Context: an optimization exercise on an open-source flow, tuned for small area, a short achievable clock period and few clock cycles per item. The choices shown serve that exercise and are no tape-out recipe.
Where RTL was checked, it was by simulation tests only, not by an equivalence proof against the original.
For runs 5 and 6, only the layout was checked, not whether the RTL still works.
Power and IR drop assume default switching activity.

**config.mk**
```make
export PLATFORM = sky130hd
export DESIGN_NAME = execution_unit_top
export DESIGN_NICKNAME = execution_unit_top
export VERILOG_FILES = /design/flow/design.v
export SDC_FILE = /design/flow/constraint.sdc
export NUM_CORES = 4
export LEC_CHECK = 0
export ABC_AREA = 1
export CAP_MARGIN = 20
export CORE_MARGIN = 2
export CORE_UTILIZATION = 40
export SETUP_SLACK_MARGIN = 3.3
export SLEW_MARGIN = 20
```
**constraint.sdc**
```tcl
create_clock -name core_clock -period 6.0 [get_ports {clk}]
set_input_delay 1.2000 -clock core_clock [delete_from_list [all_inputs] [get_ports {clk}]]
set_output_delay 1.2000 -clock core_clock [all_outputs]
set_load 0.01 [all_outputs]
```
**design.v**
```verilog
module execution_unit_top (
    input        clk,
    input        rst,
    input        start,
    input  [3:0] opcode,
    input  [7:0] A,
    input  [7:0] B,
    output     [15:0] result,
    output reg        busy,
    output reg        done
);
    reg [15:0] R;        
    reg        addm;     
    reg        dsh;      
    reg        dq;       
    reg        dqn;      
    reg  [7:0] X;        
    reg        sgn;      
    reg        isdiv;    
    reg  [2:0] cnt;      
    reg        bone;     
    reg        btwo;     
    reg        bneg;     
    function [9:0] cneg(input [9:0] x, input s);
        integer i;
        reg     nz;
        begin
            nz = 1'b0;
            for (i = 0; i < 10; i = i + 1) begin
                cneg[i] = x[i] ^ (s & nz);
                nz      = nz | x[i];
            end
        end
    endfunction
    function [2:0] booth(input q1, input q0, input qm);
        begin
            booth[2] = q0 ^ qm;
            booth[1] = (q1 & ~q0 & ~qm) | (~q1 & q0 & qm);
            booth[0] = q1 & ~(q0 & qm);
        end
    endfunction
    wire [7:0] bx   = B ^ {8{opcode[0]}};
    wire [4:0] slo  = {1'b0, A[3:0]} + {1'b0, bx[3:0]} + {4'd0, opcode[0]};
    wire [3:0] shi0 = A[7:4] + bx[7:4];
    wire [3:0] shi1 = A[7:4] + bx[7:4] + 4'd1;
    reg [15:0] alu;
    always @(*) begin
        case (opcode[2:0])
            3'd0, 3'd1: alu = {3'b000, slo[4], shi1, shi0, slo[3:0]};
            3'd2:       alu = {8'h00, A & B};
            3'd3:       alu = {8'h00, A | B};
            3'd4:       alu = {8'h00, A ^ B};
            3'd5:       alu = {8'h00, ~A};
            default:    alu = 16'h0000;
        endcase
    end
    wire [9:0]  mv   = B[0] ? {{2{A[7]}}, A} : B[1] ? {A[7], A, 1'b0} : 10'd0;
    wire [9:0]  mp   = cneg(mv, B[1]);
    wire [15:0] mul0 = {mp, B[7:2]};
    wire [7:0] ma  = cneg({2'b00, A}, A[7]);
    wire [7:0] mb  = cneg({2'b00, B}, B[7]);
    wire       bz  = (B == 8'h00);
    wire       b1  = (B == 8'h01) | (B == 8'hFF);
    wire       b2  = (B == 8'h02) | (B == 8'hFE);
    wire       q7  = bz | (b1 & ma[7]);
    wire       q6  = bz | (b1 & ma[6]) | (b2 & ma[7]);
    wire [1:0] r6  = b1 ? 2'b00 : b2 ? {1'b0, ma[6]} : ma[7:6];
    wire [15:0] div0 = {6'd0, r6, ma[5:0], q7, q6};
    wire       dshort = {1'b0, ma} < {mb, 1'b0};
    wire       dq1    = ma >= mb;
    wire       rneg = R[15];
    wire       xs   = X[7] & ~isdiv;
    wire [9:0] pp   = (btwo ? {X[7], X, 1'b0} : bone ? {xs, xs, X} : 10'd0)
                      ^ {10{bneg}};
    wire [9:0] op1  = isdiv ? {rneg, R[15:8], R[7]}
                            : {{2{rneg}}, R[15:8]};
    wire [9:0] s    = op1 + pp + {9'd0, bneg};
    wire        qb  = ~s[7] | ~|X;
    wire [7:0]  quo = cneg({2'b00, R[6:0], qb}, sgn);
    wire        last = isdiv ? (cnt == 3'd5) : (cnt == 3'd2);
    always @(posedge clk) begin
        addm <= ~busy & ~opcode[3] & ~opcode[2] & ~opcode[1];
        dsh  <= ~busy & opcode[3] & opcode[0] & dshort;
        dq   <= dq1;
        dqn  <= dq1 & (A[7] ^ B[7]);
        if (busy) begin
            cnt <= cnt + 3'd1;
            if (!isdiv) begin
                R                  <= {s, R[7:2]};
                {bone, btwo, bneg} <= booth(R[3], R[2], R[1]);
            end else begin
                R                  <= last ? {8'h00, quo}
                                           : {s[7:0], R[6:0], qb};
                {bone, btwo, bneg} <= {2'b10, qb};
            end
        end else begin
            cnt   <= 3'd0;
            isdiv <= opcode[0];
            if (!opcode[3]) begin
                R <= alu;
            end else if (!opcode[0]) begin
                R                  <= mul0;
                X                  <= A;
                {bone, btwo, bneg} <= booth(B[3], B[2], B[1]);
            end else begin
                R                  <= div0;
                X                  <= mb;
                sgn                <= A[7] ^ B[7];
                {bone, btwo, bneg} <= 3'b101;
            end
        end
    end
    always @(posedge clk) begin
        if (rst) begin
            busy <= 1'b0;
            done <= 1'b0;
        end else if (busy) begin
            busy <= ~last;
            done <= last;
        end else begin
            busy <= start & opcode[3] & ~(opcode[0] & dshort);
            done <= start & (~opcode[3] | (opcode[0] & dshort));
        end
    end
    wire hsel = addm & R[12];
    assign result = {R[15:8] & {8{~(addm | dsh)}},
                     dsh ? {4{dqn}} : hsel ? R[11:8] : R[7:4],
                     dsh ? {dqn, dqn, dqn, dq} : R[3:0]};
endmodule
```
**flow/run.sh**
```bash
#!/bin/bash
# Layout flow: the standard ORFS flow (standard.sh), with two changes:
#  - no full/half-adder cell extraction in synthesis (ADDER_MAP_FILE empty),
#    so abc maps the adders together with the rest of the logic;
#  - the port buffers that global placement inserts are buf_2 cells.
# Each tool's output is in orfs/logs/ and the make output in flow_make.log.
set -euo pipefail
bash standard.sh finish ADDER_MAP_FILE= \
    "BUFFER_PORTS_ARGS=-buffer_cell sky130_fd_sc_hd__buf_2" \
    > flow_make.log 2>&1
```
**standard.sh**
```bash
#!/bin/bash
# synth_recipe.tcl (not shown) runs the flow's synth.tcl, then flattens the netlist and writes it again
# the make line also repeats each setting of config.mk as NAME=value (left out here)
make -C /OpenROAD-flow-scripts/flow DESIGN_CONFIG=/design/flow/config.mk WORK_HOME=/design/flow/orfs CLKGATE_MAP_FILE= SYNTH_SCRIPT=/design/flow/synth_recipe.tcl "${@:-finish}"
```
==> results of run 1 <==
-- cell type report --
| type | count | area [sq um] |
|---|---|---|
| Timing Repair Buffer | 78 | 573 |
| Inverter | 105 | 413 |
| Multi-Input combinational cell | 557 | 3060 |
| Clock buffer | 6 | 93.8 |
| Clock inverter | 2 | 38.8 |
| Fill cell | 1057 | 4930 |
| Tap cell | 136 | 170 |
| Timing Repair inverter | 1 | 5.00 |
| Sequential cell | 38 | 892 |
-- flip-flops by register name, indices dropped and copies added (netlist names) --
name	count
btwo	1
bneg	1
busy	1
R	16
addm	1
cnt	3
dq	1
dqn	1
isdiv	1
sgn	1
bone	1
dsh	1
done	1
X	8
-- worst max-delay path, stage by stage --
cell       delay, ns
buf_8           0.14
nor2_4          0.12
nand2_2         0.09
nor2_4          0.12
buf_4           0.11
nor3_1          0.04
nor3_2          0.37
nand2_1         0.09
o2111ai_1       0.13
o221ai_2        0.12
nand2_1         0.09
a22oi_2         0.09
and2_1          0.16
-- Yosys cell counts (2+ instances only) --
| cell type | n |
|---|---|
| o31ai_1 | 8 |
| nor2_2 | 3 |
| o22ai_1 | 12 |
| buf_2 | 8 |
| o21ai_1 | 4 |
| inv_2 | 2 |
| o21ai_0 | 57 |
| a32oi_1 | 3 |
| inv_1 | 102 |
| o2111ai_1 | 8 |
| nor2_1 | 86 |
| nand2_1 | 209 |
| or2_2 | 5 |
| clkbuf_1 | 11 |
| nor4_1 | 3 |
| dfxtp_1 | 25 |
| edfxtp_1 | 13 |
| nor3_1 | 10 |
| o211ai_1 | 4 |
| o221ai_1 | 6 |
| o21a_1 | 2 |
| nand4_1 | 6 |
| nand3_1 | 59 |
| xor2_1 | 20 |
| nand2_2 | 5 |
| xnor2_1 | 6 |
| a31oi_1 | 3 |
| nand3_2 | 4 |
| buf_4 | 2 |
| a22oi_1 | 3 |
| a21oi_1 | 20 |
-- kinds of logic after synthesis --
family | after synthesis | share of synthesized area, %
AOI/OAI and AO/OA | 137 | 20.3
buffers and inverters | 127 | 12.2
and+or+nand+nor | 394 | 40.4
DFF | 38 | 21.6
xor gates and xnor gates | 26 | 5.51
-- per-layer routing --
metal | GRT usage, % | vias to the layer above
li1 | - | 2508
met1 | 35.2 | 2326
met2 | 41.8 | 248
met3 | 3.09 | 47
met4 | 12.3 | 0
met5 | 0 | -
-- final timing paths --
kind | startpoint | end | slack (ns) | cells past startpoint
max | B[1] | dqn | 3.32 | 13
min | cnt[0] | cnt[0] | 0.46 | 1
max reg2reg | busy | bneg | 3.38 | 4
min reg2reg | cnt[0] | cnt[0] | 0.46 | 1
-- where the power goes --
| part | total, mW | internal [mW] | switching, mW | leakage (nW) |
|---|---|---|---|---|
| clock | 0.249 | 0.150 | 0.0994 | 0.0665 |
| combinational | 0.584 | 0.208 | 0.376 | 2.09 |
| sequential | 0.334 | 0.302 | 0.0319 | 0.335 |
| total | 1.17 | 0.661 | 0.507 | 2.49 |
-- stage by stage --
| step | hold WS (ns) | std cells | util [%] | worst slack, ns |
|---|---|---|---|---|
| detailed placement | 0.447 | 877 | 43.6 | 2.31 |
| global route | 0.490 | 923 | 51.5 | 3.24 |
| global placement | 0.440 | 877 | 43.6 | 2.39 |
| floorplan | 0.426 | 722 | - | 3.22 |
| CTS | 0.468 | 900 | 47.3 | 3.25 |
| finish | 0.464 | 923 | 51.5 | 3.32 |
-- timing repair --
action / CTS / global route
pin swaps: 10 / 22
buffers inserted: 14 / 22
setup endpoints to repair: 20 / 28
resized for setup: 39 / 72
endpoints found under the hold margin: 0 / 0
gates cloned: 1 / 1
==> impl_results.md, run 1 <==
* Cells after Synth at slightly above 700
* Overall routing resource usage at 26.2%
* Mapped Avg Cell Area at 5.72 sq um
* Clock buffer depth at 2
* Chip height at 106 um
* Top_reg_cell synth: dfxtp_1
* Critical path startpoint category: input pin
* Largest net degree at the start of global routing at 28
* DR WL/cell at 16.6 um
* Top layer in use: met4
* Area contributors post-synth: nand2_1 (19%), dfxtp_1 (12%), edfxtp_1 (9.4%)
* Cts hold-fix bufs at 0
* Drt total wl at 15.3 mm
* Clock skew at 0.0130 ns
* Crit end category: flip-flop
* Number of synthesized register bits at 38
* Area post-placement at ~0.0044 sq mm
* Post-synth top area share at 19.0%
* Post-Syn Nets at 745
* Share of cells above drive strength 1 at 22.9%
* Synth unique cells at 44
* FP Rows at 37
* Area grow syn2layout at 27.0%
* Vias in the first global route at between 4000 and 5000
* Initial Util at 40.6%
* Met3 WL at 1.31 mm
* VDD IR max at 109 uV
* Vias/cell at 5.56
* Post-synth EDFFs at 13
* Number of nets in the layout at between 800 and 900
* Synth area leader: nand2_1
* CTS tree: yes
* Least-Margin Pin Slew at 0.681 ns
* Status: no timing/DRC/antenna violations
* Most frequent cells in the layout: nand2_1 (197), inv_1 (88), nor2_1 (75)
* Post-DP HPWL at 11.5 mm
* Synthesized area at 0.00413 sq mm
* Die Footprint at 0.0112 sq mm
* Sequential cell area fraction in the yosys report at 21.6%
* Static leakage at 2.49 nW
* Slew Limit Fails at 0
* Crit path kind: in -> reg
* Grt total ovfl at 0
* DR WL met2 at 6.97 mm
* Setup TNS at 0 ns
* Max Cap Viol at 0
* Die Width at between 100 and 150 um
* Total power at 1.17 mW
* Relative slew slack at a little over half
* Commonest non-fill, non-tap cell in the layout: nand2_1
* Clock Sinks at 38
* # setup viols final at 0
* Via count at 5129
* Global-route wire length before repair at 23.0 mm
* Core area at between 0.01 and 0.015 sq mm
* IO buf count at 40
* Final hold violation count at 0
* Design area at 0.00525 sq mm
* Worst Path Max Fanout at 15
* Clk pin slew, worst setup/hold paths at 0.09 ns
* Min Tclk post-route at roughly 2.7 ns
* Asr flop ratio synth at 0%
* CP Data Required Time at 6.21 ns
* Num CTS Buffers at 5
* Pwr/cell area at 222 mW/mm^2
* RSZ-0062 raised after global routing: yes
* Antenna Violating Nets Remaining at 0
* Root Buffer Master: clkbuf_8
* CTS H-tree depth at 2
* Worst Hold Class: reg -> reg
* IO Pins at 41
* Highest Clock Rate at 373 MHz
* Number of diodes at 0
* Gpl congestion at 0.984
* Fin crit share at between 40 and 50%
* WP data arrival at 2.89 ns
* Skew-Pair Late Insertion Delay at 0.30 ns
* Initial antenna violation count at 0
* Post-Route M1 WL at 6.44 mm
* 1st-pass router iterations at 5
* Synth warn at 1
* 1st-iter DRT viols at 511
* Detailed-route DRC error count at 0
Testbench counts, summed over its fixed seeds: cycles 3,869, ops 2,400.
==> run 2: changes to the inputs <==
--- a/config.mk
+++ b/config.mk
@@ -11,3 +11,3 @@
 export CORE_UTILIZATION = 40
-export SETUP_SLACK_MARGIN = 3.3
+export SETUP_SLACK_MARGIN = 2.7
 export SLEW_MARGIN = 20
==> impl_results.md, run 2 <==
* Status: no timing/DRC/antenna violations
* Critical path startpoint: A[7]
* Flop pwr share at 31.1%
* Most flops, register: R
* Sw frac at a little over two fifths
* Synth area leader: nand2_1
* Drt total wl at 14.6 mm
* Clock buffer depth at 2
* Post-Syn Nets at 745
* Synth cell count leaders: nand2_1 (209), inv_1 (102), nor2_1 (86)
* Register-to-Register Setup Slack at 3.15 ns
* Core area at around 0.010 sq mm
* Max FFs per register at 16
* Chip height at 106 um
* Root Buffer Master: clkbuf_8
* Reg area at 891 sq um
* Number of diodes at 0
* Max Cap Viol at 0
* Static leakage at between 2 and 2.5 nW
* Die Footprint at 0.0112 sq mm
* CTS H-tree depth at 2
* FP Rows at 37
* RSZ-0062 raised after global routing: yes
* Post-DP HPWL at ~12 mm
* Vias in the first global route at 4437
* Post-synth EDFFs at 13
* Sequential cell area fraction in the yosys report at approximately 22%
* Asr flop ratio synth at 0%
* Highest Clock Rate at about 320 MHz
* Worst Path Max Fanout at 12
* Crit path kind: in -> reg
* Worst reg2reg path depth at 19
* Clock Sinks at 38
* RR Endpoint: R[6]
* Commonest non-fill, non-tap cell in the layout: nand2_1
* Largest regs: R (16), X (8), cnt (3)
* Via count at 4917
* Clk network pwr share at ~23%
* Least-Margin Pin Slew at between 0.7 and 0.8 ns
* Slew Limit Fails at 0
* Most frequent cells in the layout: nand2_1 (209), inv_1 (101), nor2_1 (86)
* Comb power frac at a little under half
* Die Width at 106 um
* Number of nets in the layout at 774
* Worst Hold Class: reg -> reg
* Fin crit share at 52.9%
* 1st-iter DRT viols at 460
* Num CTS Buffers at 5
* Clock skew at ~0.013 ns
* CTS tree: yes
* Top_reg_cell synth: dfxtp_1
* Synthesized area at approximately 0.0041 sq mm
* Total power at ~1.1 mW
* Share of cells above drive strength 1 at just over 10%
* Final hold violation count at 0
* Crit path to: busy
* Relative slew slack at a little over half
* Mapped Avg Cell Area at 5.72 sq um
* Synth warn at 1
* Area grow syn2layout at 10.5%
* Min Tclk post-route at 3.17 ns
* Antenna Violating Nets Remaining at 0
* Fillcell total at 1146
* Setup TNS at 0 ns
* IO Pins at 41
* Number of synthesized register bits at 38
* Critical path startpoint category: input pin
* Internal power at about 620 uW
* Skew-Pair Late Insertion Delay at 0.30 ns
* RR Startpoint: bneg
* Most common cell in the synthesized netlist: nand2_1
* CP Data Required Time at 6.24 ns
* Initial Util at 40.6%
* Clk pin slew, worst setup/hold paths at 0.08 ns
* Crit end category: flip-flop
* Detailed-route DRC error count at 0
* Vias/cell at 5.54
* Pwr/cell area at around 240 mW/mm^2
* Global-route wire length before repair at 23.1 mm
* Initial antenna violation count at 0
* Area contributors post-synth: nand2_1 (19%), dfxtp_1 (12%), edfxtp_1 (9.4%)
* Post-synth top area share at a little under a fifth
* Synth unique cells at 44
* IO buf count at 40
* Overall routing resource usage at 26.1%
* Multi-input gate area at 0.00274 sq mm
* Cells after Synth at 722
* Grt total ovfl at 0
* WP data arrival at ~3.4 ns
* Largest net degree at the start of global routing at 28
* Gpl congestion at between 0.9 and 1
* VDD IR max at roughly 120 uV
* Cts hold-fix bufs at 0
* DR WL/cell at 16.4 um
* # setup viols final at 0
* P_sw at between 400 and 500 uW
* 1st-pass router iterations at 6
run 2: kinds of logic (layout without fill, tap and decap cells):
family | Yosys count | after routing | synth area share, %
AO/OA/AOI/OAI | 137 | 137 | 20.3
buffers and inverters | 127 | 157 | 12.2
XOR/XNOR | 26 | 26 | 5.51
AND/OR/NAND/NOR | 394 | 394 | 40.4
flip-flops | 38 | 38 | 21.6
run 2: power groups by stage:
stage / registers (mW) / logic (mW) / clock network [mW]
2_1_floorplan: 0.327 / 0.364 / 0
3_3_place_gp: 0.345 / 0.487 / 0
3_5_place_dp: 0.346 / 0.493 / 0
4_1_cts: 0.340 / 0.497 / 0.251
5_1_grt: 0.346 / 0.564 / 0.260
6_report: 0.341 / 0.505 / 0.248
run 2: worst min-delay path by stage:
stage	startpoint	end	slack, ns	cells past startpoint
5_1_grt	cnt[0]	cnt[0]	0.51	1
2_1_floorplan	cnt[0]	cnt[0]	0.43	1
3_5_place_dp	cnt[0]	cnt[0]	0.45	1
6_report	cnt[0]	cnt[0]	0.47	1
3_3_place_gp	cnt[0]	cnt[0]	0.44	1
4_1_cts	cnt[0]	cnt[0]	0.47	1
run 2: timing repair:
| item | 4_1_cts | 5_1_grt |
|---|---|---|
| setup buffers | 0 | 2 |
| resized for setup | 2 | 1 |
| setup endpoints to repair | 1 | 3 |
| hold endpoints to repair | 0 | 0 |
| cloned | 1 | 0 |
run 2: per-layer routing:
metal / vias to the layer above / global-route usage, % / routed length, um
li1: 2430 / - / -
met1: 2225 / 36.4 / 6540
met2: 233 / 41.6 / 6400
met3: 29 / 3.03 / 1190
met4: 0 / 9.12 / 428
met5: - / 0 / 0
run 2: area by class of cell:
| cell class | instances | area share [%] |
|---|---|---|
| Timing Repair inverter | 1 | 0.110 |
| Tap cell | 136 | 3.73 |
| Timing Repair Buffer | 43 | 4.93 |
| Clock buffer | 6 | 2.05 |
| Inverter | 105 | 8.77 |
| Sequential cell | 38 | 19.5 |
| Multi-Input combinational cell | 557 | 60.1 |
| Clock inverter | 2 | 0.849 |
run 2: worst max-delay path, stage by stage:
cell and delay (ns):
buf_2 0.24, inv_1 0.15, nor2_1 0.14, xor2_1 0.51
nand2_1 0.10, a31oi_1 0.17, nor2_1 0.07, o22ai_1 0.11
nand2_1 0.07, o221ai_1 0.08, nand3_1 0.10, nand2_1 0.21
nand3_1 0.11, a21oi_1 0.13
run 2: stage by stage:
stage	setup slack (ns)	hold WS [ns]	util, %	std cells	cell area (sq um)
floorplan	3.14	0.426	-	722	4130
global placement	2.42	0.440	43.2	877	4400
detailed placement	2.32	0.452	43.2	877	4400
CTS	2.90	0.472	44.6	886	4550
global route	2.65	0.511	44.8	888	4570
finish	2.83	0.469	44.8	888	4570
==> run 3: changes to the inputs <==
--- a/config.mk
+++ b/config.mk
@@ -10,4 +10,4 @@
 export CORE_MARGIN = 2
-export CORE_UTILIZATION = 40
-export SETUP_SLACK_MARGIN = 2.7
+export CORE_UTILIZATION = 55
+export SETUP_SLACK_MARGIN = 3.0
 export SLEW_MARGIN = 20
==> impl_results.md, run 3 <==
* Status: no timing/DRC/antenna violations
* Simple-Gate Fraction of Synth Area at 40.4%
* Share of cells above drive strength 1 at 13.4%
* 1st-iter DRT viols at 545
* Area grow syn2layout at 13.3%
* Drt total wl at 14.2 mm
* Grt total ovfl at 0
* Asr flop ratio synth at 0%
* Setup WS post-layout at between 3 and 4 ns
* Vias/cell at 5.92
* Mux contribution to synthesized area at 0%
* Skew-Pair Late Insertion Delay at 0.29 ns
* Largest net degree at the start of global routing at 28
* Via count at slightly above 5000
* Synth warn at 1
* Antenna Violating Nets Remaining at 0
* Cells after Synth at roughly 720
* Post-synth top area share at a little under a fifth
* Root Buffer Master: clkbuf_8
* Clock skew at around 0.0027 ns
* 1st-pass router iterations at 6
* Most common cell in the synthesized netlist: nand2_1
* Cells after DPL at 840
* CTS tree: yes
* Area contributors post-synth: nand2_1 (19%), dfxtp_1 (12%), edfxtp_1 (9.4%)
* Area post-placement at 0.00436 sq mm
* Vias in the first global route at 4739
* Critical path startpoint category: input pin
* Total power at 1.09 mW
* CTS H-tree depth at 2
* Slew Limit Fails at 0
* Synth unique cells at 44
* Design area at 0.00468 sq mm
* Crit end category: flip-flop
* Setup TNS at 0 ns
* Clock buffer depth at 2
* Detailed-route DRC error count at 0
* DR WL/cell at approximately 16 um
* Relative slew slack at 54.7%
* Num CTS Buffers at 5
* Clk pin slew, worst setup/hold paths at 0.08 ns
* Max Cap Viol at 0
* Post-Syn Nets at 745
* Sequential cell area fraction in the yosys report at 21.6%
* Commonest non-fill, non-tap cell in the layout: nand2_1
* Clock Sinks at 38
* Fillcell total at 716
* Static leakage at roughly 2.3 nW
* CP Data Required Time at just over 6 ns
* Fin crit share at between 40% and 50%
* Multi-input gate area at between 0.002 and 0.003 sq mm
* RR Startpoint: isdiv
* Least-Margin Pin Slew at 0.674 ns
* Reg area at 891 sq um
* Mapped Avg Cell Area at 5.72 sq um
* Overall routing resource usage at 33.8%
* Worst hold margin at 0.467 ns
* Synth cell count leaders: nand2_1 (209), inv_1 (102), nor2_1 (86)
* RSZ-0062 raised after global routing: yes
* FP Rows at 31
* Post-synth EDFFs at 13
* Place WS at 2.38 ns
* Most frequent cells in the layout: nand2_1 (207), inv_1 (97), nor2_1 (85)
* Synthesized area at 0.00413 sq mm
* Global-route wire length before repair at 22.7 mm
* Die Footprint at a little over 0.008 sq mm
* Critical path startpoint: A[3]
* Post-DP HPWL at 11.2 mm
* Main combinational cell family by area after synthesis: simple AND/OR/NAND/NOR gates
* HP Start: cnt[0]
* Worst Hold Class: reg -> reg
* Adder-cell share of the synthesized area at 0%
* Final hold violation count at 0
* Top_reg_cell synth: dfxtp_1
* Utilization after layout at 64.6%
* Most flops, register: R
* Pwr/cell area at 233 mW/mm^2
* Max FFs per register at 16
* Initial Util at 57.0%
* Initial antenna violation count at 0
* Number of nets in the layout at 785
* VDD IR max at 104 uV
* IO buf count at 40
* Number of synthesized register bits at 38
* Core area at 0.00725 sq mm
* Synth area leader: nand2_1
* Chip height at between 90 and 100 um
* Min Tclk post-route at 2.89 ns
* Synth Area in Compound Gates at around a fifth
* Worst Path Max Fanout at 7
* Number of diodes at 0
* Die Width at 90.7 um
* # setup viols final at 0
* WP data arrival at 3.08 ns
* Non-Filler Instances at around 860
* Crit path kind: in -> reg
* Largest regs: R (16), X (8), cnt (3)
* Gpl congestion at 1.09
* Highest Clock Rate at roughly 350 MHz
* Synth Area in XOR/XNOR at 5.51%
* IO Pins at 41
run 3: cell counts after synthesis:
Identical to the previous run, type by type.
run 3: kinds of logic after synthesis:
kind of cell / after synthesis
flip-flops: 38
AND/OR/NAND/NOR: 394
AO/OA/AOI/OAI: 137
XOR/XNOR: 26
buffers and inverters: 127
run 3: worst paths after layout:
path,endpoint,slack (ns),cells past startpoint
max,busy,3.11,14
max reg2reg,R[6],3.43,20
min,cnt[0],0.47,1
min reg2reg,cnt[0],0.47,1
run 3: layout make-up:
cell class / instances / area share (%)
clock inverter: 1 / 0.187
tap: 99 / 2.64
sequential: 38 / 19.0
clock buffer: 7 / 2.54
inverter: 105 / 8.71
timing repair buffer: 54 / 6.84
multi-input combinational: 557 / 60.0
timing repair inverter: 1 / 0.107
run 3: timing repair:
item	in CTS	in global routing
cloned	1	0
resized for setup	4	21
pin swaps	0	1
endpoints found under the hold margin	0	0
buffers inserted	0	13
hold buffers	0	0
endpoints found under the setup margin	10	17
run 3: power by group:
group / leakage, nW / total, mW / internal [mW] / switching, mW
Sequential: 0.335 / 0.333 / 0.302 / 0.0307
Combinational: 1.89 / 0.524 / 0.178 / 0.347
Clock: 0.0647 / 0.235 / 0.133 / 0.102
Total: 2.29 / 1.09 / 0.613 / 0.479
run 3: layer usage:
| metal | share of wire (%) | GRT usage [%] | vias to the layer above | routed length (um) |
|---|---|---|---|---|
| li1 | - | - | 2460 | - |
| met1 | 39 | 41.6 | 2264 | 5610 |
| met2 | 45 | 54.0 | 314 | 6390 |
| met3 | 9.8 | 6.93 | 68 | 1400 |
| met4 | 5.7 | 20.5 | 0 | 815 |
| met5 | 0 | 0 | - | 0 |
run 3: worst max-delay path, stage by stage:
cell and delay (ns):
buf_2 0.18, clkinvlp_4 0.22, nand3_1 0.16, nand2_1 0.14
xor2_4 0.25, inv_1 0.07, o21ai_0 0.18, o22ai_1 0.12
nand2_1 0.07, o221ai_1 0.11, nand3_1 0.12, nand2_2 0.10
nand3_1 0.09, a21oi_1 0.06
==> run 4: changes to the inputs <==
--- a/config.mk
+++ b/config.mk
@@ -10,3 +10,3 @@
 export CORE_MARGIN = 2
-export CORE_UTILIZATION = 55
+export CORE_UTILIZATION = 40
 export SETUP_SLACK_MARGIN = 3.0
==> impl_results.md, run 4 <==
* Static leakage at 2.27 nW
* Multi-input gate area at 0.00283 sq mm
* Asr flop ratio synth at 0%
* WP data arrival at 3.08 ns
* Pwr/cell area at 235 mW/mm^2
* # setup viols final at 0
* Status: no timing/DRC/antenna violations
* Mapped Avg Cell Area at 5.72 sq um
* Via count at 4973
* Largest regs: R (16), X (8), cnt (3)
* Critical path startpoint category: input pin
* CTS tree: yes
* Num CTS Buffers at 5
* Reg area at 891 sq um
* Gpl congestion at 0.972
* Detailed-route DRC error count at 0
* Crit-path slowest cell: xor2_2
* Slew Limit Fails at 0
* Most common cell in the synthesized netlist: nand2_1
* VDD IR max at between 100 and 150 uV
* CP Data Required Time at 6.23 ns
* Area grow syn2layout at 14.5%
* Number of diodes at 0
* CTS H-tree depth at 2
* Largest net degree at the start of global routing at 28
* Root Buffer Master: clkbuf_8
* Register-to-Register Setup Slack at around 3.2 ns
* Post-synth EDFFs at 13
* Clock buffer depth at 2
* Least-Margin Pin Slew at 0.702 ns
* Worst reg2reg path depth at 19
* Critical path startpoint: A[7]
* Post-Syn Nets at approximately 750
* Skew-Pair Late Insertion Delay at 0.30 ns
* Antenna Violating Nets Remaining at 0
* Number of synthesized register bits at 38
* Worst Hold Class: reg -> reg
* Global-route wire length before repair at 23.2 mm
* Setup TNS at 0 ns
* Non-Filler Instances at 896
* RSZ-0062 raised after global routing: yes
* Synth cell count leaders: nand2_1 (209), inv_1 (102), nor2_1 (86)
* Cells after Synth at between 700 and 800
* 1st-pass router iterations at 7
* Drt total wl at 14.8 mm
* IO Pins at 41
* Min Tclk post-route at about 2.9 ns
* RR Startpoint: isdiv
* Post-synth top area share at a little under a fifth
* Share of cells above drive strength 1 at 13.8%
* Final hold violation count at 0
* Synthesized area at 0.00413 sq mm
* Die Footprint at 0.0112 sq mm
* CP peak stage delay at 0.30 ns
* Commonest non-fill, non-tap cell in the layout: nand2_1
* Die Width at 106 um
* RR Endpoint: R[6]
* Number of nets in the layout at 782
* Synth area leader: nand2_1
* Relative slew slack at 52.9%
* Grt total ovfl at 0
* Worst Path Max Fanout at 12
* Vias in the first global route at 4483
* Clk pin slew, worst setup/hold paths at about 0.08 ns
* IO buf count at 40
* Most frequent cells in the layout: nand2_1 (208), inv_1 (96), nor2_1 (80)
* Post-DP HPWL at 11.7 mm
* Sequential cell area fraction in the yosys report at 21.6%
* Crit path to: busy
* Area contributors post-synth: nand2_1 (19%), dfxtp_1 (12%), edfxtp_1 (9.4%)
* Most flops, register: R
* Top_reg_cell synth: dfxtp_1
* Chip height at approximately 110 um
* 1st-iter DRT viols at 502
* Clock skew at about 0.015 ns
* Crit end category: flip-flop
* Max Cap Viol at 0
* Fin crit share at between 40% and 50%
* Crit path kind: in -> reg
* Initial Util at 40.6%
* Clock Sinks at 38
* Buf/Inv on CP at 2
* Crit path depth at 14
* Highest Clock Rate at approximately 350 MHz
* Worst path cell trace: clkbuf_4 -> inv_1 -> nor2_2 -> xor2_2 -> nand2_1 -> a31oi_1 -> nor2_1 -> o22ai_1 -> nand2_1 -> o221ai_1 -> nand3_1 -> nand2_2 -> nand3_1 -> a21oi_1
* FP Rows at 37
* Synth unique cells at 44
* Fillcell total at ~1100
* Initial antenna violation count at 0
* Crit-path leading delay family: simple AND/OR/NAND/NOR gates
* DR WL/cell at 16.5 um
* Core area at just over 0.01 sq mm
* Overall routing resource usage at 26.2%
* Vias/cell at around 5.6
* Total power at 1.11 mW
* Synth warn at 1
* Cells after DPL at roughly 880
* Max FFs per register at 16
## run 4: cells by family (layout without fill, tap and decap cells)
kind of cell | after synthesis | in the layout | synth area share, %
XOR/XNOR | 26 | 26 | 5.51
AND/OR/NAND/NOR | 394 | 394 | 40.4
buffers and inverters | 127 | 165 | 12.2
AO/OA/AOI/OAI | 137 | 137 | 20.3
flip-flops | 38 | 38 | 21.6
## run 4: worst min-delay path by stage
stage / start / end / cells past startpoint
3_5_place_dp: cnt[0] / cnt[0] / 1
6_report: cnt[0] / cnt[0] / 1
3_3_place_gp: cnt[0] / cnt[0] / 1
2_1_floorplan: cnt[0] / cnt[0] / 1
4_1_cts: cnt[0] / cnt[0] / 1
5_1_grt: cnt[0] / cnt[0] / 1
## run 4: area by class of cell
type,count,area share [%]
well taps,136,3.60
multi-input cells,557,59.7
repair buffers,51,6.29
flip-flops and latches,38,18.8
repair inverters,1,0.106
inverters,105,8.67
clock buffers,6,1.98
clock inverters,2,0.820
## run 4: worst register-to-register path, delay by kind of cell (launching register included)
kind	cells	cell delay [ns]
AND/OR/NAND/NOR	14	1.21
AO/OA/AOI/OAI	2	0.52
buffers and inverters	3	0.43
flip-flops	1	0.56
## run 4: stage by stage
step / cell area (sq um) / utilization (%) / hold WS [ns] / setup WS [ns]
final: 4730 / 46.5 / 0.474 / 3.15
after global routing: 4730 / 46.5 / 0.514 / 2.91
after global placement: 4400 / 43.2 / 0.440 / 2.42
after CTS: 4590 / 45.1 / 0.472 / 3.04
after detailed placement: 4400 / 43.2 / 0.452 / 2.32
after floorplan: 4130 / - / 0.426 / 3.14
## run 4: repair_timing
item                       in CTS  in global routing
hold buffers                    0                  0
setup endpoints to repair      13                 17
buffers inserted                2                  8
pin swaps                       0                  2
cloned                          1                  0
resized for setup               8                 25
## run 4: per-layer routing
metal  global-route usage, %  vias up  share of wire (%)
met4                    8.65        0                2.9
met3                    3.59       28                8.1
met1                    35.9     2242                 44
li1                        -     2451                  -
met2                    42.4      252                 45
met5                       0        -                  0
## run 4: power breakdown
group	total (mW)	leakage (nW)	internal (mW)	switching, mW
registers	0.338	0.335	0.302	0.0357
clock network	0.247	0.0665	0.150	0.0976
logic	0.526	1.87	0.177	0.349
total	1.11	2.27	0.629	0.482
==> run 5: changes to the inputs <==
--- a/design.v
+++ b/design.v
@@ -70,2 +70,3 @@
     wire       dq1    = ma >= mb;
+    wire       dmid   = {4'd0, ma} < {mb, 4'd0};
     wire       rneg = R[15];
@@ -96,3 +97,3 @@
         end else begin
-            cnt   <= 3'd0;
+            cnt   <= (opcode[0] & dmid) ? 3'd2 : 3'd0;
             isdiv <= opcode[0];
@@ -105,3 +106,3 @@
             end else begin
-                R                  <= div0;
+                R                  <= dmid ? {4'd0, ma, 4'd0} : div0;
                 X                  <= mb;
==> impl_results.md, run 5 <==
* Status: no timing/DRC/antenna violations
* IO Pins at 41
* DR WL/cell at around 17 um
* Gpl congestion at 1.02
* Drt total wl at 16.4 mm
* Share of cells above drive strength 1 at 20.4%
* Reg area at 891 sq um
* Die Footprint at 0.0117 sq mm
* Number of synthesized register bits at 38
* Crit end category: flip-flop
* Mapped Avg Cell Area at 5.85 sq um
* Number of diodes at 0
* Largest regs: R (16), X (8), cnt (3)
* Clock Sinks at 38
* Initial Util at 40.5%
* Least-Margin Pin Slew at 0.650 ns
* 1st-pass router iterations at 5
* Sequential cell area fraction in the yosys report at 20.5%
* CTS H-tree depth at 2
* Post-synth top area share at 17.9%
* Initial antenna violation count at 0
* CTS tree: yes
* Asr flop ratio synth at 0%
* Pwr/cell area at approximately 220 mW/mm^2
* Fillcell total at 1112
* Number of nets in the layout at 824
* Internal power at 655 uW
* Worst Hold Class: reg -> reg
* Total power at ~1.2 mW
* Critical path startpoint: A[7]
* FP Rows at 38
* Critical path startpoint category: input pin
* Clk network pwr share at approximately a fifth
* Cells after Synth at about 740
* Relative slew slack at about 57%
* Min Tclk post-route at 2.96 ns
* Die Width at 108 um
* Highest Clock Rate at about 340 MHz
* GR Util met3 at 4.16%
* Synth unique cells at 51
* Crit path to: R[9]
* Most frequent cells in the layout: nand2_1 (196), inv_1 (82), nor2_1 (80)
* Max Cap Viol at 0
* Area contributors post-synth: nand2_1 (18%), dfxtp_1 (12%), edfxtp_1 (9.0%)
* Comb power frac at 49.9%
* Global-route wire length before repair at approximately 24 mm
* Post-synth EDFFs at 13
* Largest net degree at the start of global routing at 30
* Final hold violation count at 0
* Post-DP HPWL at 12.7 mm
* Synthesized area at around 0.0043 sq mm
* RSZ-0062 raised after global routing: yes
* RR Endpoint: R[6]
* Post-Syn Nets at 764
* Setup TNS at 0 ns
* Flop pwr share at 29.0%
* Vias in the first global route at 4651
* Static leakage at 2.49 nW
* Via count at about 5400
* Design area at about 0.0053 sq mm
* Global routing's busiest layer: met2
* 1st-iter DRT viols at 614
* Most common cell in the synthesized netlist: nand2_1
* Fin crit share at 49.3%
* GR Util met2 at 45.3%
* Most flops, register: R
* Crit path kind: in -> reg
* RR Startpoint: isdiv
* Commonest non-fill, non-tap cell in the layout: nand2_1
* P_sw at 515 uW
* Top_reg_cell synth: dfxtp_1
* Area grow syn2layout at 22.8%
* Synth warn at 1
* Skew-Pair Late Insertion Delay at 0.29 ns
* Clock buffer depth at 2
* Cts hold-fix bufs at 0
* Core area at 0.0107 sq mm
* Overall routing resource usage at 27.1%
* Max FFs per register at 16
* Synth area leader: nand2_1
* Worst reg2reg path depth at 18
* IO buf count at 40
* # setup viols final at 0
* Root Buffer Master: clkbuf_8
* Vias/cell at 5.73
* Antenna Violating Nets Remaining at 0
* Synth cell count leaders: nand2_1 (207), inv_1 (92), nor2_1 (83)
* VDD IR max at approximately 83 uV
* Sw frac at 44.0%
* Met1 GRT Util at a little over a third
* CP Data Required Time at 6.19 ns
* Clock skew at 0.0111 ns
* Multi-input gate area at 0.00315 sq mm
* Clk pin slew, worst setup/hold paths at 0.08 ns
* WP data arrival at 3.15 ns
* Num CTS Buffers at 5
* Grt total ovfl at 0
* Detailed-route DRC error count at 0
* Worst Path Max Fanout at 10
* Slew Limit Fails at 0
* Area post-placement at 0.00456 sq mm
* Chip height at 108 um
* Register-to-Register Setup Slack at 3.24 ns
-- run 5: repair_timing --
action | in CTS | in global routing
buffers inserted | 8 | 28
endpoints found under the setup margin | 17 | 20
resized for setup | 19 | 89
pin swaps | 5 | 30
cloned | 0 | 1
-- run 5: worst min-delay path by stage --
stage                        end   start  cells after the start
after floorplan           cnt[0]  cnt[0]                      1
after global placement    cnt[0]  cnt[0]                      1
after detailed placement  cnt[0]  cnt[0]                      1
after CTS                 cnt[0]  cnt[0]                      1
after global routing      cnt[0]  cnt[0]                      1
final                     cnt[0]  cnt[0]                      1
-- run 5: final cells by class --
type	count	area share, %
Inverter	101	7.82
Multi-Input combinational cell	577	59.1
Timing Repair inverter	1	0.141
Tap cell	140	3.29
Sequential cell	38	16.7
Clock inverter	2	0.728
Clock buffer	6	1.76
Timing Repair Buffer	77	10.5
-- run 5: power groups by stage --
| stage | registers [mW] | logic [mW] | clock network (mW) |
|---|---|---|---|
| floorplan | 0.326 | 0.378 | 0 |
| global placement | 0.346 | 0.505 | 0 |
| detailed placement | 0.346 | 0.510 | 0 |
| CTS | 0.340 | 0.524 | 0.246 |
| global route | 0.345 | 0.645 | 0.256 |
| finish | 0.340 | 0.584 | 0.247 |
-- run 5: metrics by stage --
stage	utilization [%]	setup slack, ns	hold slack [ns]	std cells
floorplan	-	3.10	0.426	741
global placement	42.7	2.16	0.442	897
detailed placement	42.7	2.02	0.444	897
CTS	45.0	2.98	0.464	913
global route	49.8	2.91	0.509	942
finish	49.8	3.04	0.463	942
-- run 5: per-layer routing --
metal,part of all wire [%],up-vias
li1,-,2576
met1,41,2460
met2,48,323
met3,9.3,38
met4,2.5,0
met5,0,-
-- run 5: worst max-delay path, stage by stage --
cell,delay (ns)
buf_4,0.19
clkinvlp_4,0.18
buf_4,0.20
nor3_4,0.25
o211ai_1,0.20
nor3_4,0.19
nand2_4,0.11
buf_6,0.13
a31oi_2,0.16
o21ai_2,0.11
a21o_1,0.20
-- run 5: kinds of logic (layout without fill, tap and decap cells) --
logic type	Yosys count	count (layout)	synth area share, %
flops	38	38	20.5
buf+inv	126	187	12.3
xor+xnor	29	29	6.20
simple gates	383	383	37.6
compound gates	165	165	23.3
==> run 6: changes to the inputs <==
--- a/design.v
+++ b/design.v
@@ -56,5 +56,3 @@
     end
-    wire [9:0]  mv   = B[0] ? {{2{A[7]}}, A} : B[1] ? {A[7], A, 1'b0} : 10'd0;
-    wire [9:0]  mp   = cneg(mv, B[1]);
-    wire [15:0] mul0 = {mp, B[7:2]};
+    wire [15:0] mul0 = {8'h00, B};
     wire [7:0] ma  = cneg({2'b00, A}, A[7]);
@@ -80,3 +78,3 @@
     wire [7:0]  quo = cneg({2'b00, R[6:0], qb}, sgn);
-    wire        last = isdiv ? (cnt == 3'd5) : (cnt == 3'd2);
+    wire        last = isdiv ? (cnt == 3'd5) : (cnt == 3'd3);
     always @(posedge clk) begin
@@ -104,3 +102,3 @@
                 X                  <= A;
-                {bone, btwo, bneg} <= booth(B[3], B[2], B[1]);
+                {bone, btwo, bneg} <= booth(B[1], B[0], 1'b0);
             end else begin
==> impl_results.md, run 6 <==
* Status: no timing/DRC/antenna violations
* Via count at 4716
* Max Cap Viol at 0
* Number of nets in the layout at 749
* Asr flop ratio synth at 0%
* Share of cells above drive strength 1 at 17.7%
* Initial Util at between 40% and 50%
* VDD IR max at about 110 uV
* Crit-path slowest cell: buf_2
* Max FFs per register at 16
* Vias in the first global route at 4332
* Synth area leader: nand2_1
* Cells after Synth at 680
* Synthesized area at ~0.0040 sq mm
* Clk pin slew, worst setup/hold paths at 0.08 ns
* Number of diodes at 0
* Synth cell count leaders: nand2_1 (186), inv_1 (85), nor2_1 (72)
* Synth unique cells at 53
* Clock Sinks at 38
* IO buf count at 40
* Initial antenna violation count at 0
* Core area at 0.00977 sq mm
* Largest regs: R (16), X (8), cnt (3)
* # setup viols final at 0
* HP Start: cnt[0]
* Global-route wire length before repair at about 22 mm
* Worst Path Max Fanout at 7
* Least-Margin Pin Slew at 0.616 ns
* Clock buffer depth at 2
* Critical path startpoint category: input pin
* Skew-Pair Late Insertion Delay at 0.29 ns
* Vias/cell at ~5.5
* Chip height at 104 um
* Critical path startpoint: A[1]
* 1st-iter DRT viols at 338
* Post-Syn Nets at 703
* Clock skew at 0.0148 ns
* Static leakage at 2.23 nW
* Largest net degree at the start of global routing at 33
* Highest Clock Rate at 345 MHz
* Min Tclk post-route at between 2 and 3 ns
* Number of synthesized register bits at 38
* Post-synth top area share at 17.3%
* CP peak stage delay at 0.19 ns
* Worst path cell trace: buf_2 -> clkinv_2 -> nand3_4 -> nor2_4 -> nand3_2 -> nand2_1 -> nand2_1 -> nand2_1 -> inv_2 -> nand2_1 -> nand3_1 -> o21ai_2 -> o21ai_2 -> nand2_2 -> inv_2 -> nand2_1 -> nand3_1 -> nand2_1 -> a21oi_1 -> o21ai_1
* Pwr/cell area at 209 mW/mm^2
* Worst Hold Class: reg -> reg
* Root Buffer Master: clkbuf_8
* Most common cell in the synthesized netlist: nand2_1
* Fin crit share at 48.3%
* Final hold violation count at 0
* Setup TNS at 0 ns
* Detailed-route DRC error count at 0
* Setup WS post-layout at 3.10 ns
* Crit path kind: in -> reg
* Sequential cell area fraction in the yosys report at between 20% and 30%
* Most frequent cells in the layout: nand2_1 (182), inv_1 (79), nor2_1 (70)
* RSZ-0062 raised after global routing: yes
* Grt total ovfl at 0
* Synth warn at 1
* CTS H-tree depth at 2
* Most flops, register: R
* Mapped Avg Cell Area at between 5 and 6 sq um
* Post-synth EDFFs at 13
* Slew Limit Fails at 0
* Post-DP HPWL at 10.4 mm
* Area grow syn2layout at 15.8%
* Commonest non-fill, non-tap cell in the layout: nand2_1
* Most frequent cell on the critical path: nand2_1
* Gpl congestion at between 0.9 and 1
* Crit end category: flip-flop
* Die Width at 104 um
* IO Pins at around 40
* Relative slew slack at ~59%
* Place WS at a little over 2 ns
* Cts hold-fix bufs at 0
* Area contributors post-synth: nand2_1 (17%), dfxtp_1 (12%), edfxtp_1 (9.7%)
* Num CTS Buffers at 5
* FP Rows at 36
* DR WL/cell at 15.4 um
* Antenna Violating Nets Remaining at 0
* CTS tree: yes
* CP Data Required Time at a little over 6 ns
* RR Startpoint: bneg
* Overall routing resource usage at 24.5%
* 1st-pass router iterations at 5
* Fillcell total at 1050
* Drt total wl at about 13 mm
* Die Footprint at roughly 0.011 sq mm
* WP data arrival at roughly 3.1 ns
* Top_reg_cell synth: dfxtp_1
==> run 6: cell count changes after synthesis, sizes merged, moves of 3 or more <==
cell    before  now
nor2        88   75
or2          2    7
inv         99   89
o311ai       4    1
o21ai       69   63
nand2      213  192
a22oi        1    5
o31ai        7    4
o22ai       15    8
a21oi       29   32
nand3       61   71
clkbuf      13    9
xor2        24   21
o211ai      11    7
==> run 6: through the flow <==
| stage | total power, mW | hold slack (ns) | area, sq um | utilization [%] | std cells |
|---|---|---|---|---|---|
| after global routing | 1.06 | 0.529 | 4680 | 47.8 | 860 |
| final | 0.978 | 0.472 | 4680 | 47.8 | 860 |
| after floorplan | 0.646 | 0.413 | 4040 | - | 680 |
| after detailed placement | 0.765 | 0.463 | 4300 | 44.0 | 833 |
| after global placement | 0.760 | 0.448 | 4300 | 44.0 | 833 |
| after CTS | 0.952 | 0.476 | 4480 | 45.9 | 848 |
==> run 6: area by class of cell <==
class                      instances  area, sq um  area share (%)
inverter                          93          363            7.76
sequential                        38          891            19.1
multi-input combinational        529         2800            60.0
timing repair buffer              59          358            7.65
clock buffer                       6         82.6            1.77
tap                              133          166            3.56
clock inverter                     2         11.3           0.241
==> run 6: repair_timing <==
| action | 4_1_cts | 5_1_grt |
|---|---|---|
| setup buffers | 6 | 12 |
| pin swaps | 2 | 6 |
| resized for setup | 13 | 29 |
| gates cloned | 1 | 0 |
| endpoints found under the setup margin | 11 | 15 |
==> run 6: cells by family after synthesis <==
| kind of cell | share of synthesized area [%] |
|---|---|
| simple gates | 40.2 |
| compound gates | 20.7 |
| buf+inv | 11.5 |
| flops | 22.1 |
| xor+xnor | 5.58 |
==> run 6: layer usage <==
metal	vias to the layer above	wire [um]	global-route usage (%)
met3	36	712	2.01
li1	2335	-	-
met2	192	6380	42.4
met1	2153	5620	31.3
met5	-	0	0
met4	0	539	10.2
==> run 6: critical path: cells and delay by family <==
family                 cells  cell delay [ns]
and+or+nand+nor           12             0.97
buffers and inverters      4             0.55
AOI/OAI and AO/OA          4             0.35
==> run 6: final timing paths <==
kind	end	slack (ns)	cells past startpoint
hold reg to reg	cnt[0]	0.47	1
setup reg to reg	R[6]	3.30	17
hold / removal	cnt[0]	0.47	1
setup / recovery	R[7]	3.10	20
==> run 6: where the power goes <==
group | switching, mW | total [mW] | internal (mW)
Clock | 0.0903 | 0.183 | 0.0927
Sequential | 0.0325 | 0.332 | 0.299
Combinational | 0.300 | 0.464 | 0.163
Total | 0.423 | 0.978 | 0.555
==> run 7: changes to the inputs <==
--- a/design.v
+++ b/design.v
@@ -68,3 +68,2 @@
     wire       dq1    = ma >= mb;
-    wire       dmid   = {4'd0, ma} < {mb, 4'd0};
     wire       rneg = R[15];
@@ -95,3 +94,3 @@
         end else begin
-            cnt   <= (opcode[0] & dmid) ? 3'd2 : 3'd0;
+            cnt   <= 3'd0;
             isdiv <= opcode[0];
@@ -104,3 +103,3 @@
             end else begin
-                R                  <= dmid ? {4'd0, ma, 4'd0} : div0;
+                R                  <= div0;
                 X                  <= mb;
--- a/config.mk
+++ b/config.mk
@@ -11,3 +11,3 @@
 export CORE_UTILIZATION = 40
-export SETUP_SLACK_MARGIN = 3.0
+export SETUP_SLACK_MARGIN = 3.2
 export SLEW_MARGIN = 20
==> impl_results.md, run 7 <==
* DR WL/cell at roughly 15 um
* Via count at 4449
* Min Tclk post-route at 2.72 ns
* Gpl congestion at 1.00
* Detailed-route DRC error count at 0
* Clock skew at 0.0105 ns
* Number of nets in the layout at 724
* Crit-path slowest cell: o21ai_2
* Clock Sinks at 38
* FP Rows at 35
* CTS H-tree depth at 2
* Die Width at 102 um
* Root Buffer Master: clkbuf_8
* Buf/Inv on CP at 5
* Most flops, register: R
* Cells after DPL at roughly 800
* Grt total ovfl at 0
* Critical path startpoint category: input pin
* Clock buffer depth at 2
* Area post-placement at 0.00409 sq mm
* Place WS at 2.47 ns
* Number of diodes at 0
* # setup viols final at 0
* Synth warn at 1
* Num CTS Buffers at 5
* Cells after Synth at between 600 and 700
* Synthesized area at 0.00380 sq mm
* Post-Syn Nets at about 670
* Design area at 0.00456 sq mm
* Sequential cell area fraction in the yosys report at a little under a quarter
* Initial Util at 41.2%
* Utilization after layout at 49.4%
* Global-route wire length before repair at 19.3 mm
* IO buf count at 40
* Largest regs: R (16), X (8), cnt (3)
* 1st-pass router iterations at 5
* RSZ-0062 raised after global routing: yes
* Least-Margin Pin Slew at 0.822 ns
* Most common cell in the synthesized netlist: nand2_1
* Non-Filler Instances at 831
* Overall routing resource usage at 23.8%
* Drt total wl at ~12 mm
* Share of cells above drive strength 1 at 18.4%
* Synth cell count leaders: nand2_1 (173), inv_1 (96), nor2_1 (74)
* Antenna Violating Nets Remaining at 0
* Crit path depth at 14
* Asr flop ratio synth at 0%
* Fin crit share at 45.3%
* Area contributors post-synth: nand2_1 (17%), dfxtp_1 (13%), edfxtp_1 (10%)
* Vias/cell at approximately 5.4
* Area grow syn2layout at 19.9%
* 1st-iter DRT viols at 338
* CTS tree: yes
* Clk pin slew, worst setup/hold paths at approximately 0.08 ns
* Post-DP HPWL at between 9 and 10 mm
* Pwr/cell area at approximately 230 mW/mm^2
* Cts hold-fix bufs at 0
* Hold path cells at 1
* Crit end category: flip-flop
* Worst Hold Class: reg -> reg
* Static leakage at 2.18 nW
* Vias in the first global route at 4042
* Initial antenna violation count at 0
* Number of synthesized register bits at 38
* Largest net degree at the start of global routing at 26
* CP peak stage delay at 0.30 ns
* Die Footprint at 0.0103 sq mm
* Final hold violation count at 0
* Crit path kind: in -> reg
* Mapped Avg Cell Area at 5.84 sq um
* Highest Clock Rate at 368 MHz
* Worst Path Max Fanout at 7
* Relative slew slack at 44.8%
* CP Data Required Time at 6.23 ns
* Synth area leader: nand2_1
* Setup TNS at 0 ns
* Synth unique cells at 42
* WP data arrival at 2.95 ns
* Crit-path leading delay family: compound AO/OA/AOI/OAI gates
* Max Cap Viol at 0
* Chip height at a little over 100 um
* Top_reg_cell synth: dfxtp_1
* Post-synth EDFFs at 13
* Post-synth top area share at about 17%
* IO Pins at 41
* Max FFs per register at 16
* VDD IR max at 92.6 uV
* Core area at 0.00924 sq mm
* Commonest non-fill, non-tap cell in the layout: nand2_1
* Status: no timing/DRC/antenna violations
* Skew-Pair Late Insertion Delay at 0.29 ns
* Slew Limit Fails at 0
* Fillcell total at 969
* Most frequent cells in the layout: nand2_1 (170), inv_1 (83), nor2_1 (68)
* Worst path cell trace: clkbuf_4 -> inv_4 -> nand3_4 -> nor2_4 -> inv_1 -> nor2_2 -> inv_2 -> nand2_2 -> xor2_2 -> buf_4 -> o22ai_1 -> o21ai_2 -> nand3_1 -> a21oi_1
* Setup WS post-layout at 3.28 ns
* Worst reg2reg path depth at 21
## run 7: cell count changes after synthesis, moves of 3 or more
cell	change
nand2_1	-13
nand3_1	-12
inv_1	+11
a21oi_1	-6
o2111ai_1	+4
o221ai_1	+4
a22oi_1	-3
a32oi_1	+3
buf_6	-3
clkbuf_1	+3
clkinv_1	-3
nand3b_1	-3
nor2_2	+3
or2_2	-3
## run 7: path summary, 6_finish.rpt
check / startpoint / end / slack [ns]
setup / recovery: B[2] / busy / 3.28
hold / removal: cnt[0] / cnt[0] / 0.47
setup reg to reg: btwo / R[6] / 3.45
hold reg to reg: cnt[0] / cnt[0] / 0.47
## run 7: cells by family after synthesis
kind of cell | Yosys count | share of synthesized area [%]
xor gates and xnor gates | 24 | 5.52
DFF | 38 | 23.4
buffers and inverters | 121 | 12.4
and+or+nand+nor | 334 | 37.2
AOI/OAI and AO/OA | 133 | 21.2
adders and majority gates | 1 | 0.263
## run 7: final cells by class
| cell class | count | area [sq um] | area share [%] |
|---|---|---|---|
| sequential | 38 | 891 | 19.5 |
| timing repair inverter | 2 | 12.5 | 0.274 |
| inverter | 100 | 395 | 8.67 |
| timing repair buffer | 62 | 385 | 8.45 |
| tap | 129 | 161 | 3.54 |
| clock inverter | 2 | 38.8 | 0.850 |
| clock buffer | 6 | 93.8 | 2.06 |
| multi-input combinational | 492 | 2580 | 56.6 |
## run 7: worst register-to-register path, stage by stage, from the launching register on
cell	delay, ns
edfxtp_1	0.48
clkbuf_2	0.20
nor2_2	0.14
nand2_1	0.08
nand2_1	0.06
nand2_1	0.07
nand2_2	0.09
nand2_2	0.05
a21oi_2	0.13
nand2_2	0.09
nand2_1	0.10
nand2_1	0.09
nand2_2	0.11
nand3_4	0.12
o21bai_4	0.17
nand4_1	0.14
nand2_1	0.09
nand2_1	0.06
nand2_1	0.05
nand2_1	0.05
nand2_1	0.05
nand2_1	0.05
## run 7: what timing repair did
action | 4_1_cts | 5_1_grt
endpoints found under the hold margin | 0 | 0
pin swaps | 1 | 9
endpoints found under the setup margin | 10 | 18
resized for setup | 3 | 57
gates cloned | 1 | 1
buffers inserted | 5 | 17
## run 7: through the flow
stage | hold WS [ns] | power, mW
after floorplan | 0.434 | 0.637
after global placement | 0.451 | 0.749
after detailed placement | 0.454 | 0.751
after CTS | 0.473 | 1.00
after global routing | 0.519 | 1.12
final | 0.471 | 1.04
## run 7: layer usage
| metal | global-route usage [%] | up-vias | wire length [um] | part of all wire, % |
|---|---|---|---|---|
| li1 | - | 2247 | - | - |
| met1 | 29.9 | 2026 | 5330 | 43 |
| met2 | 41.1 | 144 | 5890 | 48 |
| met3 | 3.04 | 32 | 644 | 5.2 |
| met4 | 9.98 | 0 | 473 | 3.8 |
| met5 | 0 | - | 0 | 0 |
## run 7: where the power goes
group	switching, mW	internal, mW	leakage (nW)	total, mW
Sequential	0.0282	0.301	0.334	0.329
Combinational	0.302	0.164	1.78	0.466
Clock	0.0967	0.150	0.0665	0.247
Testbench counts of run 7, summed over its fixed seeds: cycles 4,176, ops 2,400.
==> run 8: changes to the inputs <==
--- a/config.mk
+++ b/config.mk
@@ -11,3 +11,4 @@
 export CORE_UTILIZATION = 40
-export SETUP_SLACK_MARGIN = 3.2
+export PLACE_DENSITY = 0.75
+export SETUP_SLACK_MARGIN = 3.0
 export SLEW_MARGIN = 20
==> impl_results.md, run 8 <==
* Worst reg2reg path depth at 19
* Design area at between 0.004 and 0.005 sq mm
* Highest Clock Rate at 351 MHz
* Initial Util at 41.2%
* Via count at 4460
* Sw frac at 43.1%
* Fillcell total at 973
* Total power at 945 uW
* Fin crit share at ~48%
* Detailed-route DRC error count at 0
* Worst Path Max Fanout at 7
* Crit end category: flip-flop
* Setup TNS at 0 ns
* Max Cap Viol at 0
* Comb power frac at 45.3%
* Root Buffer Master: clkbuf_8
* RR Startpoint: isdiv
* Most frequent cells in the layout: nand2_1 (173), inv_1 (92), nor2_1 (71)
* Sequential cell area fraction in the yosys report at 23.4%
* Synth area leader: nand2_1
* Clock buffer depth at 2
* IO buf count at 40
* Critical path startpoint: A[2]
* RR Endpoint: R[6]
* Vias/cell at 5.48
* Area grow syn2layout at 11.7%
* CTS tree: yes
* Commonest non-fill, non-tap cell in the layout: nand2_1
* Number of nets in the layout at 707
* Setup WS post-layout at 3.15 ns
* Clk pin slew, worst setup/hold paths at 0.09 ns
* Synth warn at 1
* Post-Syn Nets at around 670
* Final hold violation count at 0
* Least-Margin Pin Slew at about 0.8 ns
* Number of diodes at 0
* Area post-placement at between 0.004 and 0.005 sq mm
* Initial antenna violation count at 0
* 1st-pass router iterations at 5
* Grt total ovfl at 0
* Post-DP HPWL at between 9 and 10 mm
* Synth unique cells at 42
* Cts hold-fix bufs at 0
* RSZ-0062 raised after global routing: yes
* Synth cell count leaders: nand2_1 (173), inv_1 (96), nor2_1 (74)
* Largest regs: R (16), X (8), cnt (3)
* VDD IR max at around 100 uV
* Number of synthesized register bits at 38
* Antenna Violating Nets Remaining at 0
* IO Pins at 41
* Most common cell in the synthesized netlist: nand2_1
* Most flops, register: R
* Flop pwr share at a little over a third
* Min Tclk post-route at 2.85 ns
* Slew Limit Fails at 0
* Synthesized area at 0.00380 sq mm
* HP Start: cnt[0]
* Asr flop ratio synth at 0%
* CP Data Required Time at 6.24 ns
* Max FFs per register at 16
* Skew-Pair Late Insertion Delay at around 0.3 ns
* Num CTS Buffers at 5
* Chip height at 102 um
* DR WL/cell at 14.5 um
* Largest net degree at the start of global routing at 26
* Die Footprint at between 0.01 and 0.015 sq mm
* Cells after Synth at 651
* Internal power at 538 uW
* Critical path startpoint category: input pin
* Crit path kind: in -> reg
* Clock skew at 0.0182 ns
* Clk network pwr share at 19.5%
* Static leakage at 2.07 nW
* WP data arrival at approximately 3.1 ns
* Share of cells above drive strength 1 at 12.8%
* Gpl congestion at 0.965
* # setup viols final at 0
* Mapped Avg Cell Area at 5.84 sq um
* Crit path to: busy
* Drt total wl at approximately 12 mm
* Area contributors post-synth: nand2_1 (17%), dfxtp_1 (13%), edfxtp_1 (10%)
* Clock Sinks at 38
* Utilization after layout at 46.0%
* 1st-iter DRT viols at ~290
* Top_reg_cell synth: dfxtp_1
* Register-to-Register Setup Slack at 3.29 ns
* Pwr/cell area at between 200 and 250 mW/mm^2
* P_sw at 407 uW
* Overall routing resource usage at between 20% and 30%
* Worst Hold Class: reg -> reg
* Relative slew slack at 46.3%
* CTS H-tree depth at 2
* Place WS at 2.50 ns
* Global-route wire length before repair at 19.4 mm
* Status: no timing/DRC/antenna violations
* FP Rows at 35
* Post-synth top area share at 17.1%
* Post-synth EDFFs at 13
* Vias in the first global route at 4092
* Multi-input gate area at 0.00247 sq mm
* Reg area at 891 sq um
* Core area at slightly above 0.009 sq mm
* Die Width at about 100 um
-- run 8: cell counts after synthesis --
No cell type changed its count.
-- run 8: how the worst min path moves through the flow --
stage	slack, ns	cells after the start	endpoint
after floorplan	0.43	1	cnt[0]
after global placement	0.45	1	cnt[0]
after detailed placement	0.46	1	cnt[0]
after CTS	0.48	1	cnt[0]
after global routing	0.51	1	cnt[0]
final	0.48	1	cnt[0]
-- run 8: cells by family after synthesis --
group | after synthesis | share of synthesized area (%)
buffers and inverters | 121 | 12.4
flip-flops | 38 | 23.4
AO/OA/AOI/OAI | 133 | 21.2
AND/OR/NAND/NOR | 334 | 37.2
adder cells (fa/ha/maj) | 1 | 0.263
XOR/XNOR | 24 | 5.52
-- run 8: worst max-delay path, stage by stage --
cell	delay, ns
buf_2	0.15
inv_1	0.15
nand4_1	0.14
nor2_1	0.12
inv_1	0.08
nor2_1	0.16
nand3_1	0.23
nor2_1	0.25
o22ai_1	0.11
o21ai_2	0.25
nand3_1	0.11
a21oi_1	0.13
-- run 8: layout make-up --
| cell class | instances | area share (%) |
|---|---|---|
| clock buffers | 6 | 1.94 |
| flip-flops and latches | 38 | 21.0 |
| clock inverters | 2 | 0.265 |
| inverters | 100 | 8.98 |
| well taps | 129 | 3.80 |
| repair inverters | 1 | 0.118 |
| multi-input cells | 492 | 58.1 |
| repair buffers | 46 | 5.83 |
-- run 8: routing by layer --
layer	global-route usage (%)	up-vias	wire, um
li1	-	2210	-
met1	30.5	2010	5110
met2	40.2	200	5490
met3	2.55	40	771
met4	9.56	0	441
met5	0	-	0
-- run 8: timing repair --
item | CTS | global route
endpoints found under the setup margin | 3 | 12
resized for setup | 1 | 11
gates cloned | 1 | 0
hold endpoints to repair | 0 | 0
pin swaps | 0 | 2
setup buffers | 2 | 4
-- run 8: power groups by stage --
stage / combinational (mW) / sequential (mW) / clock, mW
after global placement: 0.402 / 0.338 / 0
after CTS: 0.415 / 0.333 / 0.186
final: 0.428 / 0.332 / 0.184
after detailed placement: 0.410 / 0.339 / 0
after global routing: 0.477 / 0.338 / 0.198
after floorplan: 0.313 / 0.323 / 0
-- run 8: metrics by stage --
| step | hold slack (ns) | cells |
|---|---|---|
| global placement | 0.448 | 799 |
| detailed placement | 0.460 | 799 |
| floorplan | 0.434 | 651 |
| global route | 0.514 | 814 |
| finish | 0.477 | 814 |
| CTS | 0.478 | 810 |
==> run 9: changes to the inputs <==
--- a/config.mk
+++ b/config.mk
@@ -11,3 +11,2 @@
 export CORE_UTILIZATION = 40
-export PLACE_DENSITY = 0.75
 export SETUP_SLACK_MARGIN = 3.0
==> impl_results.md, run 9 <==
* Critical path startpoint category: input pin
* Post-synth top area share at 17.1%
* Clk pin slew, worst setup/hold paths at 0.08 ns
* 1st-pass router iterations at 6
* Mux contribution to synthesized area at 0%
* Design area at 0.00430 sq mm
* Crit path kind: in -> reg
* Skew-Pair Late Insertion Delay at 0.30 ns
* Slew Limit Fails at 0
* RSZ-0062 raised after global routing: no
* Initial antenna violation count at 0
* Area post-placement at 0.00407 sq mm
* Final hold violation count at 0
* Top_reg_cell synth: dfxtp_1
* Synth Area in Compound Gates at 21.2%
* Largest net degree at the start of global routing at 26
* Worst reg2reg path depth at 20
* RR Endpoint: R[6]
* Most common cell in the synthesized netlist: nand2_1
* Place WS at 2.51 ns
* Setup TNS at 0 ns
* Via count at 4365
* Gpl congestion at 1.04
* Synthesized area at 0.00380 sq mm
* Root Buffer Master: clkbuf_8
* Total power at 953 uW
* Number of diodes at 0
* Chip height at a little over 100 um
* Min Tclk post-route at 2.85 ns
* Num CTS Buffers at 5
* Most flops, register: R
* Highest Clock Rate at 350 MHz
* Most frequent cells in the layout: nand2_1 (173), inv_1 (94), nor2_1 (70)
* Max Cap Viol at 0
* Antenna Violating Nets Remaining at 0
* Detailed-route DRC error count at 0
* Area contributors post-synth: nand2_1 (17%), dfxtp_1 (13%), edfxtp_1 (10%)
* Crit end category: flip-flop
* Sequential cell area fraction in the yosys report at a little under a quarter
* Largest regs: R (16), X (8), cnt (3)
* Clock Sinks at 38
* Least-Margin Pin Slew at 0.759 ns
* Asr flop ratio synth at 0%
* Pwr/cell area at 222 mW/mm^2
* FP Rows at 35
* Synth unique cells at 42
* Clock skew at 0.0129 ns
* Grt total ovfl at 0
* Area grow syn2layout at 12.9%
* CTS tree: yes
* Cells after Synth at 651
* IO buf count at 40
* Number of synthesized register bits at 38
* Commonest non-fill, non-tap cell in the layout: nand2_1
* Worst Path Max Fanout at 7
* CTS H-tree depth at 2
* Global-route wire length before repair at 19.4 mm
* Share of cells above drive strength 1 at between 10% and 20%
* Synth warn at 1
* Vias in the first global route at 4093
* Main combinational cell family by area after synthesis: simple AND/OR/NAND/NOR gates
* Die Footprint at 0.0103 sq mm
* WP data arrival at 3.04 ns
* Relative slew slack at approximately half
* CP Data Required Time at 6.18 ns
* Mapped Avg Cell Area at 5.84 sq um
* Die Width at 102 um
* Adder-cell share of the synthesized area at 0.263%
* 1st-iter DRT viols at between 300 and 400
* HP Start: cnt[0]
* Simple-Gate Fraction of Synth Area at 37.2%
* RR Startpoint: isdiv
* Drt total wl at 12.1 mm
* Clock buffer depth at 2
* Post-Syn Nets at 674
* Synth area leader: nand2_1
* Vias/cell at 5.34
* Fin crit share at 47.6%
* Hold path cells at 1
* # setup viols final at 0
* Setup WS post-layout at between 3 and 4 ns
* DR WL/cell at between 10 and 15 um
* Static leakage at 2.09 nW
* Core area at ~0.0092 sq mm
* Number of nets in the layout at a little over 700
* Worst Hold Class: reg -> reg
* Max FFs per register at 16
* VDD IR max at 112 uV
* Post-synth EDFFs at 13
* Synth Area in XOR/XNOR at 5.52%
* Register-to-Register Setup Slack at 3.28 ns
* Post-DP HPWL at 9.55 mm
* Synth cell count leaders: nand2_1 (173), inv_1 (96), nor2_1 (74)
* Overall routing resource usage at a little under a quarter
* Status: no timing/DRC/antenna violations
* Initial Util at 41.2%
* IO Pins at 41
* Hold EP: cnt[0]
* Cts hold-fix bufs at 0
run 9: metal layers:
metal | share of wire, % | global-route usage (%)
met1 | 44 | 30.0
met2 | 48 | 41.4
met3 | 5.1 | 2.55
met4 | 3.0 | 9.56
met5 | 0 | 0
run 9: through the flow:
| stage | hold WS, ns | instances | util (%) |
|---|---|---|---|
| after floorplan | 0.434 | 651 | - |
| after CTS | 0.481 | 811 | 45.4 |
| after detailed placement | 0.461 | 799 | 44.1 |
| final | 0.479 | 818 | 46.5 |
| after global routing | 0.510 | 818 | 46.5 |
| after global placement | 0.452 | 799 | 44.1 |
run 9: critical path, cell delays in order:
cell	delay, ns
buf_2	0.15
inv_1	0.13
nand3_1	0.13
nor2_2	0.14
inv_1	0.05
nor2_1	0.11
inv_1	0.07
nand2_1	0.09
xor2_2	0.18
inv_1	0.06
o21ai_0	0.15
a21oi_1	0.08
o21ai_2	0.28
buf_4	0.16
a21oi_1	0.05
run 9: worst max-delay path by stage:
stage	startpoint	to
floorplan	B[2]	busy
global placement	opcode[0]	R[3]
detailed placement	opcode[0]	R[3]
CTS	opcode[0]	R[3]
global route	B[2]	busy
finish	B[2]	done
run 9: logic make-up (layout without fill, tap and decap cells):
group | count (synthesis) | after routing
xor gates and xnor gates | 24 | 24
adders and majority gates | 1 | 1
buffers and inverters | 121 | 159
and+or+nand+nor | 334 | 334
DFF | 38 | 38
AOI/OAI and AO/OA | 133 | 133
run 9: layout make-up:
type / count / area [sq um]
Clock inverter: 2 / 11.3
Clock buffer: 6 / 82.6
Inverter: 100 / 382
Timing Repair inverter: 1 / 5.00
Tap cell: 129 / 161
Fill cell: 987 / 4940
Sequential cell: 38 / 891
Timing Repair Buffer: 50 / 282
Multi-Input combinational cell: 492 / 2480
run 9: power breakdown:
group	internal, mW	total (mW)	switching (mW)
registers	0.301	0.331	0.0305
logic	0.148	0.433	0.284
clock network	0.0928	0.188	0.0957
total	0.542	0.953	0.411
run 9: what timing repair did:
item,in CTS,in global routing
pin swaps,0,1
buffers inserted,3,7
gates cloned,1,0
endpoints found under the setup margin,4,12
resized for setup,1,13

## port drivers added, routing unchanged
No port has a modelled driver above. Below, the same layouts with a new extraction and two added sets of constraints. Step 1 assumes that a clkbuf_16 drives the clock port and a buf_2 every other input. Step 2 also shifts input and output timing later by t, the mid clock arrival at the registers, as if the neighbouring blocks saw the same clock. a / b / c = no drivers / after step 1 / after step 2; a / b = the first two.
| run | shift t [ns] | setup WS [ns] |
|---|---|---|
| run 1 | 0.330 | 3.322 / 3.277 / 2.947 |
| run 2 | 0.324 | 2.827 / 2.836 / 2.513 |
| run 3 | 0.322 | 3.111 / 3.117 / 2.795 |
| run 4 | 0.322 | 3.146 / 3.153 / 2.831 |
| run 5 | 0.319 | 3.039 / 3.040 / 2.722 |
| run 6 | 0.314 | 3.099 / 3.107 / 2.794 |
| run 7 | 0.321 | 3.283 / 3.287 / 2.971 |
| run 8 | 0.319 | 3.148 / 3.161 / 2.842 |
| run 9 | 0.321 | 3.146 / 3.158 / 2.838 |
After both steps every run listed still meets setup and hold.
